This is an optimization exercise on Yosys and OpenROAD, whose aim is small area and a short achievable clock period, not a production implementation.

run A:
==> module fp_mul, before the edit <==
module fp_mul(
    input clk,
    input rst,
    input [31:0] a_s,
    input [31:0] b_s,
    output reg [31:0] c_out,
    output reg overflow
);
    localparam M = 12;    
    reg [4:0] cnt;
    reg  st, dn;                
    wire start = st;
    wire done  = dn;
    wire eadd  = (cnt != 5'd0) && (cnt <= 5'd8);
    reg [22:0] A;         
    reg [22:0] B;         
    reg [23:0] P;         
    reg        k;         
    reg        q24, q23;  
    reg [7:0]  X;         
    reg [7:0]  Y;         
    reg        cy;        
    reg        Z;         
    reg        sx, sr;    
    wire [23:0] pp = B[0] ? {1'b1, A} : 24'd0;
    localparam NL = M - 1, NH = 24 - M;
    wire [NL-1:0] lg [0:4];
    wire [NL-1:0] lp [0:4];
    wire [NH-1:0] hg [0:4];
    wire [NH-1:0] hp [0:4];
    wire [NL-1:0] lx = P[M-2:0] ^ pp[M-2:0];
    wire [NH-1:0] hx = P[23:M] ^ pp[23:M];
    assign lg[0] = P[M-2:0] & pp[M-2:0];
    assign lp[0] = lx;
    assign hg[0] = (P[23:M] & pp[23:M]) | {{(NH-1){1'b0}}, hx[0] & c1};
    assign hp[0] = hx;
    genvar gl, gi;
    generate
        for (gl = 0; gl < 4; gl = gl + 1) begin : ks
            for (gi = 0; gi < NL; gi = gi + 1) begin : l
                if (gi >= (1 << gl)) begin : c
                    assign lg[gl+1][gi] = lg[gl][gi] | (lp[gl][gi] & lg[gl][gi-(1<<gl)]);
                    assign lp[gl+1][gi] = lp[gl][gi] & lp[gl][gi-(1<<gl)];
                end else begin : w
                    assign lg[gl+1][gi] = lg[gl][gi];
                    assign lp[gl+1][gi] = lp[gl][gi];
                end
            end
            for (gi = 0; gi < NH; gi = gi + 1) begin : h
                if (gi >= (1 << gl)) begin : c
                    assign hg[gl+1][gi] = hg[gl][gi] | (hp[gl][gi] & hg[gl][gi-(1<<gl)]);
                    assign hp[gl+1][gi] = hp[gl][gi] & hp[gl][gi-(1<<gl)];
                end else begin : w
                    assign hg[gl+1][gi] = hg[gl][gi];
                    assign hp[gl+1][gi] = hp[gl][gi];
                end
            end
        end
    endgenerate
    wire [M-1:0] lo  = {lg[4][NL-1], lx ^ {lg[4][NL-2:0], 1'b0}};
    wire         s1  = P[M-1] ^ pp[M-1] ^ k;
    wire         c1  = (P[M-1] & pp[M-1]) | (P[M-1] & k) | (pp[M-1] & k);
    wire         sm  = s1 ^ lo[M-1];
    wire         c2  = s1 & lo[M-1];
    wire [24-M:0] hi = {hg[4][NH-1], hx ^ {hg[4][NH-2:0], c1}};
    wire [24:0]  U   = {hi, sm, lo[M-2:0]};
    wire es = X[0] ^ Y[0] ^ (cy & eadd);
    wire ec = (X[0] & Y[0]) | (X[0] & cy) | (Y[0] & cy);
    always @(posedge clk) begin
        if (start) begin
            A  <= a_s[22:0];
            B  <= {1'b1, b_s[22:1]};
            X  <= a_s[30:23];
            Y  <= b_s[30:23];
            cy <= 1'b1;
            sx <= a_s[31];
            sr <= a_s[31] ^ b_s[31];
            P  <= b_s[0] ? {1'b0, 1'b1, a_s[22:1]} : 24'd0;
            k  <= 1'b0;
        end else begin
            B  <= {1'b0, B[22:1]};
            X  <= {es, X[7:1]};
            Y  <= {1'b0, Y[7:1]};
            if (eadd) cy <= ec;
            P  <= U[24:1];
            k  <= c2;
        end
        q24 <= U[0];
        q23 <= q24;
        if (cnt == 5'd1) Z <= (X == 8'd0) || (Y == 8'd0);
    end
    wire        p47 = P[22];
    wire [7:0]  e   = {~X[7], X[6:0]};
    wire        e8  = ~(cy ^ X[7]);
    wire        of  = e8 | (p47 & (&e));
    wire        zr  = Z | rst;
    wire        n1  = ~zr & p47;
    wire        n0  = ~zr & ~p47;
    wire [7:0]  eo  = (e & {8{~zr}}) + {7'd0, n1};
    wire [22:0] fr  = ({23{n1}} & {P[21:0], q24}) | ({23{n0}} & {P[20:0], q24, q23});
    always @(posedge clk) begin
        if (rst || done)
            cnt <= 5'd0;
        else
            cnt <= cnt + 5'd1;
        st <= rst | done;
        dn <= ~rst & (cnt == 5'd24);
        if (rst || done) begin
            c_out[31]    <= ~rst & (Z ? sx : sr);
            c_out[30:23] <= eo;
            c_out[22:0]  <= fr;
            overflow     <= ~rst & of;
        end
    end
endmodule
Settings: LEC_CHECK=0, CAP_MARGIN=20, CORE_MARGIN=2, CORE_UTILIZATION=40, SETUP_SLACK_MARGIN=2.1, SLEW_MARGIN=20; clock period 4.0 ns.
standard.sh (not shown) runs the stock make flow with config.mk's settings and CLKGATE_MAP_FILE= SYNTH_SCRIPT=/design/flow/synth_recipe.tcl, a recipe that flattens the netlist after the stock synthesis.
==> flow/flow/run.sh <==
#!/bin/bash
# Standard layout (the standard.sh), with these changes:
#  - port buffers made of sky130_fd_sc_hd__buf_1 cells instead of the default pick;
#  - clock tree leaves of clkbuf_8 under a clkbuf_16 root, no dummy loads;
#  - no mapping of adders to full/half-adder cells (abc maps them);
#  - abc maps the logic with flow/abc.script (no abc-level buffering or sizing;
#    the resizer does that after placement). Everything else in ORFS's scripts
#    folder is used unchanged, from a copy.
set -euo pipefail
cp -r "$FLOW_HOME/scripts" scripts_mod
cp flow/abc.script scripts_mod/abc_speed.script
export SCRIPTS_DIR="$PWD/scripts_mod"
export BUFFER_PORTS_ARGS="-buffer_cell sky130_fd_sc_hd__buf_1"
export CTS_ARGS="-sink_clustering_enable -repair_clock_nets -buf_list sky130_fd_sc_hd__clkbuf_8 -root_buf sky130_fd_sc_hd__clkbuf_16 -dont_use_dummy_load"
bash standard.sh ADDER_MAP_FILE= finish > standard_make.log 2>&1
==> flow/flow/abc.script <==
strash
dch
map -B 0.9
topo
stime -c
buffer -c
upsize -c
dnsize -c
The final layout from run A, which completed every stage, passed the timing, DRC and antenna checks at the end of the flow.
Changes in run B relative to run A:
==> flow/design.v <==
module fp_mul(
    input clk,
    input rst,
    input [31:0] a_s,
    input [31:0] b_s,
    output reg [31:0] c_out,
    output reg overflow
);
    localparam M = 12;    
    reg [4:0] cnt;
    reg  st, dn;                
    reg  stp;                   
    wire start = st;
    wire done  = dn;
    wire eadd  = (cnt != 5'd0) && (cnt <= 5'd8);
    reg [22:0] A;         
    reg [22:0] B;         
    reg [23:0] P;         
    reg        k;         
    reg        q24, q23;  
    reg [7:0]  X;         
    reg [7:0]  Y;         
    reg        cy;        
    reg        Z;         
    reg        sx, sr;    
    wire [23:0] pp = B[0] ? {1'b1, A} : 24'd0;
    wire [M-1:0] lo  = {1'b0, P[M-2:0]} + {1'b0, pp[M-2:0]};
    wire         s1  = P[M-1] ^ pp[M-1] ^ k;
    wire         c1  = (P[M-1] & pp[M-1]) | (P[M-1] & k) | (pp[M-1] & k);
    wire         sm  = s1 ^ lo[M-1];
    wire         c2  = s1 & lo[M-1];
    wire [24-M:0] hi = {1'b0, P[23:M]} + {1'b0, pp[23:M]} + {{(24-M){1'b0}}, c1};
    wire [24:0]  U   = {hi, sm, lo[M-2:0]};
    wire es = X[0] ^ Y[0] ^ (cy & eadd);
    wire ec = (X[0] & Y[0]) | (X[0] & cy) | (Y[0] & cy);
    always @(posedge clk) begin
        if (start) begin
            A  <= a_s[22:0];
            B  <= {1'b1, b_s[22:1]};
            X  <= a_s[30:23];
            Y  <= b_s[30:23];
            cy <= 1'b1;
            sx <= a_s[31];
            sr <= a_s[31] ^ b_s[31];
        end else begin
            B  <= {1'b0, B[22:1]};
            X  <= {es, X[7:1]};
            Y  <= {1'b0, Y[7:1]};
            if (eadd) cy <= ec;
        end
        if (stp) begin
            P  <= b_s[0] ? {1'b0, 1'b1, a_s[22:1]} : 24'd0;
            k  <= 1'b0;
        end else begin
            P  <= U[24:1];
            k  <= c2;
        end
        q24 <= U[0];
        q23 <= q24;
        if (cnt == 5'd1) Z <= (X == 8'd0) || (Y == 8'd0);
    end
    wire        p47 = P[22];
    wire [7:0]  e   = {~X[7], X[6:0]};
    wire        e8  = ~(cy ^ X[7]);
    wire        of  = e8 | (p47 & (&e));
    wire        zr  = Z | rst;
    wire        n1  = ~zr & p47;
    wire        n0  = ~zr & ~p47;
    wire [7:0]  eo  = (e & {8{~zr}}) + {7'd0, n1};
    wire [22:0] fr  = ({23{n1}} & {P[21:0], q24}) | ({23{n0}} & {P[20:0], q24, q23});
    always @(posedge clk) begin
        if (rst || done)
            cnt <= 5'd0;
        else
            cnt <= cnt + 5'd1;
        st <= rst | done;
        stp <= rst | (cnt == 5'd25);
        dn <= ~rst & (cnt == 5'd24);
        if (rst || done) begin
            c_out[31]    <= ~rst & (Z ? sx : sr);
            c_out[30:23] <= eo;
            c_out[22:0]  <= fr;
            overflow     <= ~rst & of;
        end
    end
endmodule
Findings:
Run B went all the way through the flow, and no timing, DRC or antenna check failed. On run B: post-detailed-route wirelength per cell is 1.3% lower than what run A gave. Run B ended up with a lower proportion of synthesized area in mux cells than run A did. Diff run A -> run B: flip-flop and latch area +21 µm², share of cell area taken by flip-flops and latches -0.44 points, maximum VDD drop +0.013 mV, via density per instance ~0 delta. Summary of run B over run A: post-route clock period utilization rose by 0.26 points; setup slack now sits lower. Looking at multi-input logic area, run B sits 14 µm² higher than run A does.
Function was not checked in any run of this note: the RTL went through the layout flow alone.

## what the ideal ports hide
No port has a modelled driver above. Below, the same layouts with a new extraction and two added sets of constraints. Step 1: set_driving_cell puts a clkbuf_16 on clk and a buf_2 on each other input, an assumption about the parent block. Step 2 times the ports against the registers' clock, not the clock port: input delays grow and output delays shrink by t, the midpoint of the rising clock arrivals with the driver on. Three values: ideal, step 1, step 2; two values: the first two.
run | t, ns | setup WS [ns] | hold slack, ns | worst data-port slew with drivers (ns)
run A | 0.394 | 2.131 / 2.148 / 1.754 | 0.350 / 0.350 / 0.350 | 0.04
run B | 0.400 | 2.121 / 2.119 / 1.719 | 0.363 / 0.363 / 0.363 | 0.06
After both steps every run listed still meets setup and hold. For run B, which loses most, drivers alone change the setup slack by -0.002 ns; drivers and shift together by -0.402 ns.
